Context: an optimization exercise on an open-source flow, tuned for small area, a short achievable clock period and few clock cycles per item. The choices shown serve that exercise and are no tape-out recipe.
Only simulation tests tie the RTL to the original design; equivalence was not proved.
Power and IR drop assume default switching activity.

==> flow/design.v (outline; a module is shown in full before it is edited, if it fits) <==
// module neuron: 34 lines
// module weight_rom_l2: 509 lines
// module argmax_unit: 24 lines
// module global_controller: 42 lines
// module mnist_head: 567 lines
module mnist_head (
    input clk,
    input rst,
    input start,
    output [6:0] act_addr,
    input [3:0] act_data,
    output [3:0] predicted_class,
    output [39:0] logits,
    output [127:0] hidden,
    output done
);
  // ...
==> flow/flow/run.sh <==
#!/bin/bash
set -euo pipefail
echo "export SETUP_SLACK_MARGIN = 8.9" >> config.mk

bash standard.sh > standard.log 2>&1
==> flow/standard.sh <==
#!/bin/bash
# synth_recipe.tcl (not shown) runs the flow's synth.tcl, then flattens the netlist and writes it again
# the make line also repeats each setting of config.mk as NAME=value (left out here)
make -C /OpenROAD-flow-scripts/flow DESIGN_CONFIG=/design/flow/config.mk WORK_HOME=/design/flow/orfs CLKGATE_MAP_FILE= SYNTH_SCRIPT=/design/flow/synth_recipe.tcl "${@:-finish}"
==> flow/config.mk <==
export PLATFORM = sky130hd
export DESIGN_NAME = mnist_head
export DESIGN_NICKNAME = mnist_head
export VERILOG_FILES = /design/flow/design.v
export SDC_FILE = /design/flow/constraint.sdc
export NUM_CORES = 4
export LEC_CHECK = 0
export CAP_MARGIN = 35
export CORE_MARGIN = 2
export CORE_UTILIZATION = 30
export PLACE_DENSITY = 0.5
export SLEW_MARGIN = 20
export SYNTH_MEMORY_MAX_BITS = 32768
export SETUP_SLACK_MARGIN = 8.9
==> flow/constraint.sdc <==
create_clock -name core_clock -period 12.5 [get_ports {clk}]
set_input_delay 2.5000 -clock core_clock [delete_from_list [all_inputs] [get_ports {clk}]]
set_output_delay 2.5000 -clock core_clock [all_outputs]
set_load 0.01 [all_outputs]
==> results.txt, run 1 <==
Ys Warns = 10
Total congestion overflow = 0
Multi-input gate area in the final layout = 31550 sq um
Final Critical Period = 4.057 ns
Top cell category = multi-input combinational cells
Max H-tree Level = 3
Total routed wirelength = 401500 um
Die H = 391.6 um
Top Layer Used = met5
Clock share of power = 20.8%
Dpl cells = 7972
Fillers = 15590
Post-place instance area = 50430 sq um
Drt drc = 0
Switching Fraction = 46.00%
Crit Path Category = flop to flop
DR pass1 iterations = 10
Sequential share of the synthesized area = 27.27%
Setup TNS = 0 ns
Detail Route Antenna Nets = 0
Unrepaired setup endpoints after global routing = yes
Outcome = finished clean
Sequential Power = 3620 uW
WL met3 = 50160 um
Critical path depth = 5
Crit Path Max Fanout = 20
Share of the synthesized area in the top cell type = 27.27%
Dpl hpwl = 293600 um
Flip-flop and latch count = 614
Inserted Clock Buffers = 81
Final Slew Violations = 0
Buffers, non-clock = 726
Testbench counts, summed over its fixed seeds: cycles 47,688, inferences 320.
==> module global_controller, before the edit <==
module global_controller (
    input clk,
    input rst,
    input start,
    output reg [6:0] addr,
    output reg [7:0] ahr,    
    output reg [15:0] alr,   
    output reg rd,           
    output reg clr,
    output reg l2fin,
    output reg [15:0] kr,    
    output reg comb,
    output reg fin,
    output reg done
);
    reg v2, seld;
    wire run = start || addr != 7'd0;
    wire sel = |kr;
    always @(posedge clk) begin
        if (rst) begin
            addr <= 7'd0; ahr <= 8'd1; alr <= 16'd1;
            rd <= 1'b0; v2 <= 1'b0; clr <= 1'b0; l2fin <= 1'b0;
            kr <= 16'd0; seld <= 1'b0;
            comb <= 1'b0; fin <= 1'b0; done <= 1'b0;
        end else begin
            if (run) begin
                addr <= addr + 7'd1;
                alr <= {alr[14:0], alr[15]};
                if (alr[15]) ahr <= {ahr[6:0], ahr[7]};
            end
            rd <= run;
            v2 <= rd;
            l2fin <= v2 && !rd;
            clr <= start || (v2 && !rd);
            kr <= (v2 && !rd) ? 16'd1 : {kr[14:0], 1'b0};
            seld <= sel;
            comb <= seld && !sel;
            fin <= comb;
            done <= fin;
        end
    end
endmodule
==> inputs of run 2 (changes only) <==
--- a/flow/design.v
+++ b/flow/design.v
@@ -200,17 +200,17 @@
     output reg e30_4,
     output reg s30,
     output reg e31_1,
     output reg e31_2,
     output reg e31_3,
     output reg e31_4,
     output reg s31
 );
-    wire [7:0] ah = ahr & {8{rd}};
+    wire [7:0] ah = ahr;
     wire [15:0] al = alr;
     wire [127:0] d2;    
     wire [15:0] d3 = kr;
     genvar i;
     generate
         for (i = 0; i < 128; i = i + 1) begin : dec
             assign d2[i] = ah[i >> 4] & al[i & 15];
         end
@@ -582,30 +582,33 @@
     output reg clr,
     output reg l2fin,
     output reg [15:0] kr,    
     output reg comb,
     output reg fin,
     output reg done
 );
     reg v2, seld;
+    reg [7:0] ahp;           
     wire run = start || addr != 7'd0;
+    wire [7:0] ahn = (run && alr[15]) ? {ahp[6:0], ahp[7]} : ahp;
     wire sel = |kr;
     always @(posedge clk) begin
         if (rst) begin
-            addr <= 7'd0; ahr <= 8'd1; alr <= 16'd1;
+            addr <= 7'd0; ahp <= 8'd1; ahr <= 8'd0; alr <= 16'd1;
             rd <= 1'b0; v2 <= 1'b0; clr <= 1'b0; l2fin <= 1'b0;
             kr <= 16'd0; seld <= 1'b0;
             comb <= 1'b0; fin <= 1'b0; done <= 1'b0;
         end else begin
             if (run) begin
                 addr <= addr + 7'd1;
                 alr <= {alr[14:0], alr[15]};
-                if (alr[15]) ahr <= {ahr[6:0], ahr[7]};
             end
+            ahp <= ahn;
+            ahr <= ahn & {8{run}};
             rd <= run;
             v2 <= rd;
             l2fin <= v2 && !rd;
             clr <= start || (v2 && !rd);
             kr <= (v2 && !rd) ? 16'd1 : {kr[14:0], 1'b0};
             seld <= sel;
             comb <= seld && !sel;
             fin <= comb;
==> flow/config.mk (replaced) <==
export PLATFORM = sky130hd
export DESIGN_NAME = mnist_head
export DESIGN_NICKNAME = mnist_head
export VERILOG_FILES = /design/flow/design.v
export SDC_FILE = /design/flow/constraint.sdc
export NUM_CORES = 4
export LEC_CHECK = 0
export CAP_MARGIN = 35
export CORE_MARGIN = 2
export CORE_UTILIZATION = 30
export SLEW_MARGIN = 20
export SYNTH_MEMORY_MAX_BITS = 32768
export SETUP_SLACK_MARGIN = 8.9
==> run 2 against run 1 <==
  * Still clean
  * Area after synthesis up 0.66%
  * Worst setup slack improved by 0.076 ns
  * Fmax increased by 1.9%
  * Combinational power is 5.6% higher
  * Die area rose by 0.65%
  * Clock power decreased by 2%
  * Sequential power increased by 1%
  * Clock skew decreased by 0.019 ns
  * Sequential share of layout area is 0.52 points higher
  * Synthesized cell count barely moved
  * Total power grew 2.6%
  * Cell count is 0.84% lower
  * Largest cell class unchanged
  * Largest power group unchanged
==> results.txt, run 2 <==
Total track usage = 48.78% (was 50.89%)
Reg2Reg Capture Point = rom.s6 (was rom.e26_1)
Asr flop ratio synth = 0% (unchanged)
Clk slew on worst S/H paths = 0.06 ns (about the same)
Die Area = 154400 sq um (was 153400 sq um)
Main synth FF type = dfxtp_1 (unchanged)
Largest family of logic cells by synthesized area = simple AND/OR/NAND/NOR gates (unchanged)
Final clock skew = 0.03798 ns (was 0.05737 ns)
Die X = 392.9 um (was 391.6 um)
Combinational Power Share = 50.3% (was 48.9%)
GPL Wtd Cong = 1.170 (was 1.189)
Min-delay worst type = flop to flop (unchanged)
Clock latency on the worst-skew pair = 0.74 ns (about the same)
Initial antenna violation count = 59 (was 77)
Worst R2R Path Depth = 6 (was 5)
Sequential share of power = 29.9% (was 30.3%)
Share of the synthesized area in the top cell type = 27.44% (was 27.27%)
DR pass1 iterations = 11 (was 10)
Core area = 150000 sq um (was 149400 sq um)
Crit Path Category = flop to flop (unchanged)
Max H-tree Level = 3 (unchanged)
Root Buffer = clkbuf_16 (unchanged)
CTS hold repair buffers = 0 (unchanged)
Total congestion overflow = 0 (unchanged)
Vias = 55080 (was 56110)
Clock share of power = 19.8% (was 20.8%)
Worst Setup Start Kind = flop (unchanged)
Post-synth cell types = 87 (was 85)
Mapped Nets = 6243 (was 6251)
R2R Setup Slk = 8.52 ns (was 8.44 ns)
VDD IR-drop max = 0.1325 mV (was 0.1249 mV)
Fraction of layout cells with a size suffix above 1 = 20.05% (was 21.88%)
Cell Pwr Density = 215.9 nW/um^2 (was 208.2 nW/um^2)
Post-synth EDFFs = 0 (unchanged)
Slew HR = 13.81% (was 20.47%)
Post-Route Hold Slack = 0.4593 ns (was 0.4917 ns)
CP Capture Type = flop (unchanged)
Switching pwr = 5732 uW (was 5502 uW)
Switching Fraction = 46.71% (was 46.00%)
Drt drc = 0 (unchanged)
Crit Path Max Fanout = 19 (was 20)
Final Cycle Share = 31.85% (was 32.46%)
Vias in the first global route = 50600 (was 51050)
1st-iter DRT viols = 8016 (was 8248)
Most frequent cells after synthesis = nand2_1, dfxtp_1, nor2_1, o21ai_0, clkbuf_1 (was nand2_1, dfxtp_1, nor2_1, o21ai_0)
Detail Route Antenna Nets = 0 (unchanged)
Initial Util = 30.26% (was 30.17%)
Xor/xnor cell area share of the yosys netlist = 9.073% (was 9.172%)
Synth Instances = 5879 (was 5884)
Crit. Startpoint = ctrl.alr[11] (was ctrl.alr[10])
Clk buf depth = 3 (unchanged)
Finished Core Util = 37.90% (was 38.45%)
Unrepaired setup endpoints after global routing = yes (unchanged)
Dpl cells = 7961 (was 7972)
Leak = 0.02653 uW (was 0.02753 uW)
Data required, critical path = 13.01 ns (was 12.88 ns)
Max-cap viol count = 0 (unchanged)
TritonCTS clock tree = yes (unchanged)
Crit Reg-Reg Startpoint = ctrl.alr[11] (was ctrl.alr[10])
Num rows = 142 (unchanged)
Register area = 13150 sq um (was 12990 sq um)
Multiplexer share of the synthesized area = 0.7032% (was 0.6857%)
Fillers = 15730 (was 15590)
Commonest non-fill, non-tap cell in the layout = nand2_1 (unchanged)
Adder-cell area share of the yosys netlist = 10.61% (was 10.76%)
Synth area leader = dfxtp_1 (unchanged)
Outcome = finished clean (unchanged)
Nets = 6610 (was 6659)
Synth Register Bits = 622 (was 614)
Place WS = 7.923 ns (was 7.753 ns)
# setup viols final = 0 (unchanged)
Sequential share of the synthesized area = 27.44% (was 27.27%)
Grt met2 use = 69.34% (was 71.51%)
CP endpoint = rom.s6 (was rom.e26_1)
Multi-input gate area in the final layout = 31220 sq um (was 31550 sq um)
Mapped Avg Cell Area = 7.717 sq um (was 7.660 sq um)
Worst-Margin Slew = 1.293 ns (was 1.190 ns)
Grt peak-use layer = met2 (unchanged)
M1 GR Usage = 55.18% (was 55.68%)
Post-route setup slack = 8.518 ns (was 8.443 ns)
Inserted Clock Buffers = 78 (was 81)
Hold depth = 1 (was 2)
Final Critical Period = 3.982 ns (was 4.057 ns)
P_int = 6539 uW (was 6460 uW)
Port bufs = 186 (unchanged)
Ys Warns = 10 (unchanged)
Dpl hpwl = 287900 um (was 293600 um)
CP Data Arrival Time = 4.50 ns (was 4.44 ns)
Fraction of the mapped netlist area in compound gates = 21.73% (was 21.33%)
Pin count of the biggest net entering global routing = 122 (was 147)
Post-DR wirelength/cell = 46.54 um (was 47.69 um)
Total routed wirelength = 388500 um (was 401500 um)
Layout Cells excl Fill = 8349 (was 8420)
Number of clock sinks = 622 (was 614)
Synth area leaders = dfxtp_1, ha_1, nand2_1 (unchanged)
Post-Syn Area = 45370 sq um (was 45070 sq um)
Layout area overhead = 25.27% (was 27.45%)
Most frequent cells in the layout = nand2_1, nor2_1, buf_4 (unchanged)
Setup TNS = 0 ns (unchanged)
Top flop regs = ctrl.alr (16), ctrl.kr (16) (unchanged)
IO Pins = 187 (unchanged)
Hold Fails Final Rpt = 0 (unchanged)
Most frequent cell after synthesis = nand2_1 (unchanged)
Vias per cell = 6.597 (was 6.664)
Met3 Use GR = 20.64% (was 24.52%)
First-pass GRT wire length = 497000 um (was 514100 um)
Die H = 392.9 um (was 391.6 um)
Synth Area in Simple Gates = 24.86% (was 25.29%)
Final Slew Violations = 0 (unchanged)
Fmax = 251.2 MHz (was 246.5 MHz)
run 2: cell types whose count changed after synthesis, sizes merged, moves of 10 or more:
cell,previous run,this run
nor3,193,168
a21oi,295,312
nand3,203,235
nand2b,22,41
and2,55,103
or2,25,15
nor4,142,125
o32ai,10,20
nand2,736,662
or4,48,35
and3,91,60
run 2: routing by layer:
metal	wire length [um]	vias to the layer above
met5	230	-
met3	48160	1511
li1	-	22120
met4	43380	34
met1	140200	27220
met2	156500	4201
run 2: kinds of logic after synthesis:
family / Yosys count
multiplexers: 29
adder cells (fa/ha/maj): 357
AO/OA/AOI/OAI: 1504
XOR/XNOR: 470
buffers and inverters: 616
AND/OR/NAND/NOR: 2281
flip-flops: 622
run 2: repair_timing:
item | 4_1_cts | 5_1_grt
setup endpoints to repair | 327 | 269
buffers inserted | 182 | 20
cloned | 0 | 5
gates resized for setup | 1326 | 162
pin swaps | 7 | 60
run 2: power groups by stage:
stage / clock [uW] / combinational (uW) / sequential (uW)
2_1_floorplan: 0 / 3450 / 3040
3_3_place_gp: 0 / 4990 / 3680
3_5_place_dp: 0 / 5090 / 3680
4_1_cts: 2430 / 5820 / 3590
5_1_grt: 2520 / 6540 / 3660
6_report: 2430 / 6180 / 3670
run 2: worst max-delay path, cell delays in order, from the launching register on:
cell,delay (ns)
dfxtp_2,0.45
buf_4,0.31
and2_1,0.39
a21oi_1,0.65
nand4_1,0.77
nor4b_1,0.86
nand4_1,0.32
run 2: how the worst min path moves through the flow:
stage	start	endpoint	slack [ns]
4_1_cts	ctrl.seld	ctrl.comb	0.46
2_1_floorplan	ctrl.kr[15]	rom.e10_6	0.33
5_1_grt	ctrl.seld	ctrl.comb	0.47
6_report	ctrl.seld	ctrl.comb	0.46
3_5_place_dp	ctrl.seld	ctrl.comb	0.44
3_3_place_gp	ctrl.seld	ctrl.comb	0.45
run 2: metrics by stage:
stage	area (sq um)	power, uW
after floorplan	45580	6484
after global placement	50210	8664
after detailed placement	50670	8768
after CTS	55860	11840
after global routing	56770	12720
final	56840	12270
run 2: area by class of cell:
| type | instances | area share (%) |
|---|---|---|
| Timing Repair Buffer | 691 | 11.30 |
| Tap cell | 2016 | 4.438 |
| Inverter | 212 | 1.400 |
| Sequential cell | 622 | 23.13 |
| Clock inverter | 28 | 0.7969 |
| Clock buffer | 109 | 3.868 |
| Multi-Input combinational cell | 4641 | 54.94 |
| Antenna cell | 30 | 0.1321 |
Testbench counts of run 2, summed over its fixed seeds: cycles 47,688, inferences 320.
==> inputs of run 3 (changes only) <==
==> flow/flow/run.sh (replaced) <==
#!/bin/bash
set -euo pipefail
echo "export SETUP_SLACK_MARGIN = 9.2" >> config.mk

bash standard.sh > standard.log 2>&1
--- a/flow/config.mk
+++ b/flow/config.mk
@@ -11,3 +11,3 @@
 export SLEW_MARGIN = 20
 export SYNTH_MEMORY_MAX_BITS = 32768
-export SETUP_SLACK_MARGIN = 8.9
+export SETUP_SLACK_MARGIN = 9.2
==> run 3 against run 2 <==
  * Routed wire length about the same
  * Clock skew increased by 0.045 ns
  * First-iteration DRC count increased by 4.4%
  * Design area increased by 6.6%
  * Clock power increased by 3%
  * Core utilization increased by 2.5 points
  * Largest power group unchanged
==> results.txt, run 3 <==
Outcome = finished clean (unchanged)
Detail Route Antenna Nets = 0 (unchanged)
Vias per cell = 6.613 (was 6.597)
Min-delay worst type = flop to flop (unchanged)
Crit Path Category = flop to primary output (was flop to flop)
Drt drc = 0 (unchanged)
CP Data Arrival Time = 1.37 ns (was 4.50 ns)
Ys Warns = 10 (unchanged)
Pin count of the biggest net entering global routing = 112 (was 122)
Most frequent cells in the layout = nand2_1, buf_4, nor2_1 (was nand2_1, nor2_1, buf_4)
CTS hold repair buffers = 0 (unchanged)
Final Cycle Share = 30.92% (was 31.85%)
DR pass1 iterations = 10 (was 11)
Asr flop ratio synth = 0% (unchanged)
Final clock skew = 0.08260 ns (was 0.03798 ns)
Synth Register Bits = 622 (unchanged)
Final Slew Violations = 0 (unchanged)
Vias = 56630 (was 55080)
Leak = 0.02804 uW (was 0.02653 uW)
GPL Wtd Cong = 1.165 (was 1.170)
Worst-Margin Slew = 1.330 ns (was 1.293 ns)
Synth area leader = dfxtp_1 (unchanged)
Die X = 392.9 um (unchanged)
Commonest non-fill, non-tap cell in the layout = nand2_1 (unchanged)
Initial antenna violation count = 69 (was 59)
Cell Pwr Density = 216.6 nW/um^2 (was 215.9 nW/um^2)
Clk buf depth = 3 (unchanged)
Post-synth cell types = 87 (unchanged)
Worst Setup Start Kind = flop (unchanged)
# setup viols final = 0 (unchanged)
Total congestion overflow = 0 (unchanged)
VDD IR-drop max = 0.1189 mV (was 0.1325 mV)
Max H-tree Level = 3 (unchanged)
Initial Util = 30.26% (unchanged)
Most frequent cells after synthesis = nand2_1, dfxtp_1, nor2_1, o21ai_0, clkbuf_1 (unchanged)
Main synth FF type = dfxtp_1 (unchanged)
Post-DR wirelength/cell = 45.35 um (was 46.54 um)
First-pass GRT wire length = 497100 um (was 497000 um)
Synth Instances = 5879 (unchanged)
CP Capture Type = primary output (was flop)
Fraction of layout cells with a size suffix above 1 = 27.43% (was 20.05%)
Fmax = 258.7 MHz (was 251.2 MHz)
Total track usage = 48.57% (was 48.78%)
Nets = 6804 (was 6610)
Most used cell along the critical path = buf_6 (was nand4_1)
TritonCTS clock tree = yes (unchanged)
Layout area overhead = 33.60% (was 25.27%)
Setup TNS = 0 ns (unchanged)
Unrepaired setup endpoints after global routing = yes (unchanged)
Power Total = 13130 uW (was 12270 uW)
Port bufs = 186 (unchanged)
Max-cap viol count = 0 (unchanged)
Vias in the first global route = 51860 (was 50600)
Mapped Avg Cell Area = 7.717 sq um (unchanged)
Num rows = 142 (unchanged)
Synth area leaders = dfxtp_1, ha_1, nand2_1 (unchanged)
Slowest stage cell, crit path = dfxtp_2 (was nor4b_1)
Fillers = 15330 (was 15730)
Data required, critical path = 10.00 ns (was 13.01 ns)
Most frequent cell after synthesis = nand2_1 (unchanged)
Post-synth EDFFs = 0 (unchanged)
Crit Path Max Fanout = 2 (was 19)
Post-Syn Area = 45370 sq um (unchanged)
Hold Fails Final Rpt = 0 (unchanged)
Clock latency on the worst-skew pair = 0.78 ns (was 0.74 ns)
Total routed wirelength = 388400 um (was 388500 um)
Clk slew on worst S/H paths = 0.06 ns (about the same)
Final Critical Period = 3.865 ns (was 3.982 ns)
Top flop regs = ctrl.alr (16), ctrl.kr (16) (unchanged)
Sequential share of the synthesized area = 27.44% (unchanged)
Die Area = 154400 sq um (unchanged)
Die H = 392.9 um (unchanged)
Dpl hpwl = 280700 um (was 287900 um)
Slew HR = 10.54% (was 13.81%)
IO Pins = 187 (unchanged)
CP peak stage delay = 0.32 ns (was 0.86 ns)
Mapped Nets = 6243 (unchanged)
1st-iter DRT viols = 8371 (was 8016)
Crit path cell chain = buf_6 -> buf_6 (was buf_4 -> and2_1 -> a21oi_1 -> nand4_1 -> nor4b_1 -> nand4_1)
Root Buffer = clkbuf_16 (unchanged)
Share of the synthesized area in the top cell type = 27.44% (unchanged)
Inserted Clock Buffers = 81 (was 78)
Core area = 150000 sq um (unchanged)
Number of clock sinks = 622 (unchanged)
[run 3: cell counts after synthesis]
No cell type changed its count.
[run 3: cells by family after synthesis]
group | Yosys count | synth area share [%]
adder cells (fa/ha/maj) | 357 | 10.61
XOR/XNOR | 470 | 9.073
AO/OA/AOI/OAI | 1504 | 21.73
multiplexers | 29 | 0.7032
buffers and inverters | 616 | 5.587
flip-flops | 622 | 27.44
AND/OR/NAND/NOR | 2281 | 24.86
[run 3: critical path, delay by kind of cell, from the launching register on]
family | cells | cell delay, ns
buf+inv | 2 | 0.27
flops | 1 | 0.32
[run 3: per-stage QoR]
step	hold WS [ns]	setup WS (ns)	cells	util [%]	instance area, sq um
floorplan	0.3290	8.761	5879	-	45700
global placement	0.4555	7.803	7920	33.52	50270
detailed placement	0.4595	7.816	7965	33.79	50670
CTS	0.4685	8.617	8394	38.43	57620
global route	0.4715	8.621	8527	40.36	60520
finish	0.4654	8.635	8564	40.42	60610
[run 3: what timing repair did]
action | in CTS | in global routing
pin swaps | 114 | 314
setup buffers | 273 | 110
resized for setup | 1564 | 412
endpoints found under the setup margin | 391 | 357
gates cloned | 6 | 5
[run 3: final timing paths]
path                                  start         end  slack [ns]  cells after the start
worst max register to register  ctrl.ahr[3]     rom.s10        8.87                      7
worst min-delay path                ctrl.rd     ctrl.v2        0.47                      1
worst min register to register      ctrl.rd     ctrl.v2        0.47                      1
worst max-delay path             u13.acc[7]  logits[29]        8.63                      2
[run 3: cell type report]
cell class | instances | area, sq um | area share (%)
diodes | 41 | 102.6 | 0.1693
clock buffers | 114 | 2341 | 3.862
clock inverters | 36 | 490.5 | 0.8092
inverters | 212 | 819.5 | 1.352
multi-input cells | 4642 | 32960 | 54.38
flip-flops and latches | 622 | 13150 | 21.70
well taps | 2016 | 2522 | 4.161
repair buffers | 881 | 8224 | 13.57
[run 3: routing by layer]
metal	share of wire, %	wire, um	track usage [%]
met1	36	140900	54.84
met3	13	52200	24.67
met4	11	41460	40.47
met5	0.15	573	0.9250
met2	39	153300	67.54
[run 3: where the power goes]
group / leakage, uW / internal (uW) / switching, uW
Clock: 0.00138 / 1420 / 1090
Combinational: 0.0214 / 2890 / 4060
Sequential: 0.00524 / 2670 / 993
==> inputs of run 4 (changes only) <==
==> flow/run.sh (new file) <==
#!/bin/bash
# synth_recipe.tcl (not shown) runs the flow's synth.tcl, then flattens the netlist and writes it again
# the make line also repeats each setting of config.mk as NAME=value (left out here)
make -C /OpenROAD-flow-scripts/flow DESIGN_CONFIG=/design/flow/config.mk WORK_HOME=/design/flow/orfs CLKGATE_MAP_FILE= SYNTH_SCRIPT=/design/flow/synth_recipe.tcl finish
--- a/flow/config.mk
+++ b/flow/config.mk
@@ -8,6 +8,6 @@
 export CAP_MARGIN = 35
 export CORE_MARGIN = 2
-export CORE_UTILIZATION = 30
+export CORE_UTILIZATION = 35
+export SETUP_SLACK_MARGIN = 5
 export SLEW_MARGIN = 20
 export SYNTH_MEMORY_MAX_BITS = 32768
-export SETUP_SLACK_MARGIN = 9.2
removed: flow/flow/run.sh
removed: flow/standard.sh
==> run 4 against run 3 <==
  * Largest cell class unchanged
  * Sequential cell count stayed put
  * Combinational power decreased by 26%
  * Count of clock-buffer cells in the layout is the same
  * Fmax shrank 23%
  * Hold slack got worse by 0.0069 ns
  * Core utilization rose by 0.28 points
  * Non-clock buffer count is 438 lower
  * Total power down 15%
  * Critical path depth rose by 14
  * Register-to-register slack worse by 1.4 ns
  * Clock skew is 0.037 ns lower
  * Still clean on timing, DRC and antenna
  * Clock power down 7%
==> results.txt, run 4 <==
Buf/Inv on CP = 2 (unchanged)
Initial Util = 35.13% (was 30.26%)
Slowest stage cell, crit path = dfxtp_2 (unchanged)
Core area = 129200 sq um (was 150000 sq um)
Fillers = 13380 (was 15330)
Leak = 0.02427 uW (was 0.02804 uW)
Multi-input gate area in the final layout = 30500 sq um (was 32960 sq um)
Fmax = 200.5 MHz (was 258.7 MHz)
Ys Warns = 10 (unchanged)
First-pass GRT wire length = 448200 um (was 497100 um)
Switching Fraction = 46.43% (was 46.86%)
Main synth FF type = dfxtp_1 (unchanged)
Top flop regs = ctrl.alr (16), ctrl.kr (16) (unchanged)
Die H = 364.0 um (was 392.9 um)
Crit Path Category = flop to flop (was flop to primary output)
Most used cell along the critical path = o21ai_0 (was buf_6)
DR pass1 iterations = 12 (was 10)
Mapped Avg Cell Area = 7.717 sq um (unchanged)
Final Cycle Share = 39.91% (was 30.92%)
Layout area overhead = 15.85% (was 33.60%)
Finished Core Util = 40.70% (was 40.42%)
Clk slew on worst S/H paths = 0.07 ns (was 0.06 ns)
P_int = 6007 uW (was 6976 uW)
Switching pwr = 5207 uW (was 6151 uW)
Total track usage = 50.06% (was 48.57%)
Clock share of power = 20.9% (was 19.1%)
Post-synth cell types = 87 (unchanged)
CP peak stage delay = 0.83 ns (was 0.32 ns)
Layout Cells excl Fill = 7859 (was 8564)
Nets = 6361 (was 6804)
Dpl cells = 7645 (was 7965)
Synth Instances = 5879 (unchanged)
# setup viols final = 0 (unchanged)
Initial antenna violation count = 80 (was 69)
Data required, critical path = 13.12 ns (was 10.00 ns)
Crit Path Max Fanout = 32 (was 2)
Final clock skew = 0.04542 ns (was 0.08260 ns)
Outcome = finished clean (unchanged)
Crit path cell chain = buf_4 -> o21ai_0 -> xor2_1 -> nand2_1 -> fa_1 -> inv_1 -> fa_1 -> nor2b_1 -> o21ai_0 -> a21boi_0 -> o21ai_0 -> a21boi_0 -> o21ai_0 -> a21oi_1 -> or3_1 -> a21oi_1 (was buf_6 -> buf_6)
Combinational Power Share = 45.8% (was 53.0%)
Sequential share of the synthesized area = 27.44% (unchanged)
Fraction of layout cells with a size suffix above 1 = 8.238% (was 27.43%)
Post-DR wirelength/cell = 43.20 um (was 45.35 um)
Unrepaired setup endpoints after global routing = no (was yes)
Inserted Clock Buffers = 77 (was 81)
Clock latency on the worst-skew pair = 0.73 ns (was 0.78 ns)
Vias in the first global route = 49300 (was 51860)
Detail Route Antenna Nets = 0 (unchanged)
Min-delay worst type = flop to flop (unchanged)
Worst Setup Start Kind = flop (unchanged)
Cell Pwr Density = 213.3 nW/um^2 (was 216.6 nW/um^2)
Register area = 12490 sq um (was 13150 sq um)
Hold Fails Final Rpt = 0 (unchanged)
Max-cap viol count = 0 (unchanged)
Share of the synthesized area in the top cell type = 27.44% (unchanged)
Post-synth EDFFs = 0 (unchanged)
CP Data Arrival Time = 5.61 ns (was 1.37 ns)
Pin count of the biggest net entering global routing = 123 (was 112)
Most frequent cells after synthesis = nand2_1, dfxtp_1, nor2_1, o21ai_0, clkbuf_1 (unchanged)
Root Buffer = clkbuf_16 (unchanged)
Mapped Nets = 6243 (unchanged)
Setup TNS = 0 ns (unchanged)
CP Capture Type = flop (was primary output)
Port bufs = 186 (unchanged)
Total congestion overflow = 0 (unchanged)
Largest delay share family, worst path = compound AO/OA/AOI/OAI gates (was flip-flops)
GPL Wtd Cong = 1.186 (was 1.165)
IO Pins = 187 (unchanged)
Most frequent cell after synthesis = nand2_1 (unchanged)
Post-Layout Inst Area = 52560 sq um (was 60610 sq um)
PostCTS Resize Cnt = 0 (was 1564)
Synth Register Bits = 622 (unchanged)
Total routed wirelength = 339500 um (was 388400 um)
Synth area leaders = dfxtp_1, ha_1, nand2_1 (unchanged)
Final Critical Period = 4.989 ns (was 3.865 ns)
VDD IR-drop max = 0.1304 mV (was 0.1189 mV)
Asr flop ratio synth = 0% (unchanged)
Drt drc = 0 (unchanged)
Max H-tree Level = 3 (unchanged)
Vias = 53780 (was 56630)
Clk buf depth = 3 (unchanged)
Post-place instance area = 49630 sq um (was 50670 sq um)
Num rows = 132 (was 142)
CTS hold repair buffers = 0 (unchanged)
Most frequent cells in the layout = nand2_1, dfxtp_1, nor2_1 (was nand2_1, buf_4, nor2_1)
Number of clock sinks = 622 (unchanged)
TritonCTS clock tree = yes (unchanged)
Synth area leader = dfxtp_1 (unchanged)
Final Slew Violations = 0 (unchanged)
Commonest non-fill, non-tap cell in the layout = nand2_1 (unchanged)
Slew HR = 20.62% (was 10.54%)
Post-Syn Area = 45370 sq um (unchanged)
Vias per cell = 6.843 (was 6.613)
Worst-Margin Slew = 1.182 ns (was 1.330 ns)
Die X = 364.0 um (was 392.9 um)
Sequential share of power = 33.4% (was 27.9%)
Die Area = 132500 sq um (was 154400 sq um)
Setup repair bufs after CTS = 0 (was 273)
Dpl hpwl = 259300 um (was 280700 um)
1st-iter DRT viols = 8482 (was 8371)
## run 4: cell counts after synthesis
Identical to the previous run, type by type.
## run 4: power groups by stage
stage                     Sequential [uW]  Clock [uW]  Combinational (uW)
after floorplan                      3040           0                3420
after global placement               3690           0                4850
after detailed placement             3690           0                4960
after CTS                            3650        2360                4990
after global routing                 3730        2430                5540
final                                3740        2340                5140
## run 4: area by class of cell
cell class,count,share of cell area (%)
multi-input cells,4641,58.03
diodes,60,0.2856
clock inverters,25,0.5951
repair buffers,443,7.346
flip-flops and latches,622,23.76
inverters,212,1.514
clock buffers,114,4.316
well taps,1742,4.147
## run 4: through the flow
step           worst slack [ns]  hold WS (ns)  power, uW
6_report                  7.511        0.4585      11210
5_1_grt                   7.300        0.4754      11700
4_1_cts                   7.671        0.4530      11000
3_5_place_dp              7.558        0.4434       8646
3_3_place_gp              7.253        0.4356       8538
2_1_floorplan             8.430        0.3290       6460
## run 4: per-layer routing
| layer | GRT usage (%) | part of all wire, % | up-vias |
|---|---|---|---|
| li1 | - | - | 21670 |
| met1 | 57.65 | 37 | 26230 |
| met2 | 69.61 | 40 | 4350 |
| met3 | 24.09 | 13 | 1499 |
| met4 | 41.27 | 10 | 38 |
| met5 | 0.4357 | 0.17 | - |
## run 4: final timing paths
kind | end | slack (ns) | from | depth (start not counted)
max reg2reg | u13.acc[10] | 7.51 | b0_m7[0] | 16
min reg2reg | ctrl.alr[9] | 0.46 | ctrl.alr[8] | 2
max | u13.acc[10] | 7.51 | b0_m7[0] | 16
min | ctrl.alr[9] | 0.46 | ctrl.alr[8] | 2
## run 4: cell families after synthesis
kind of cell / Yosys count / synth area share [%]
fa+ha+maj: 357 / 10.61
compound gates: 1504 / 21.73
xor+xnor: 470 / 9.073
buf+inv: 616 / 5.587
mux: 29 / 0.7032
simple gates: 2281 / 24.86
flops: 622 / 27.44
## run 4: tightest hold or removal path, cell delays in order, from the launching register on
cell,delay (ns)
dfxtp_1,0.31
nand2_1,0.05
a21oi_1,0.06

[what the ideal ports hide]
How much do the figures lean on ideal ports? The routed layouts below were timed once more, with nothing changed but the port constraints. Step 1 sets driving cells, clkbuf_16 on the clock port and buf_2 on the other inputs (assumed; they add their load-dependent delay and slew). Step 2 adds t to the input delays and takes it off the output delays; t is the mean of the earliest and latest rising clock arrival at the registers after step 1. Input paths then give back, and output paths get back, about the clock's delay inside the block. Three values: no drivers, after step 1, after step 2; two values: the first two.
run	t, ns	setup slack, ns	worst setup path at the end	clock arrival spread, ns
run 1	0.812	8.443 / 8.443 / 8.157	input to register	0.062 / 0.062
run 2	0.810	8.518 / 8.518 / 8.269	input to register	0.038 / 0.038
run 3	0.823	8.635 / 8.551 / 8.424	input to register	0.084 / 0.083
run 4	0.789	7.511 / 7.511 / 7.501	input to register	0.046 / 0.046
After both steps every run listed still meets setup and hold. For run 1, which loses most, drivers alone change the setup slack by 0.000 ns; drivers and shift together by -0.286 ns.
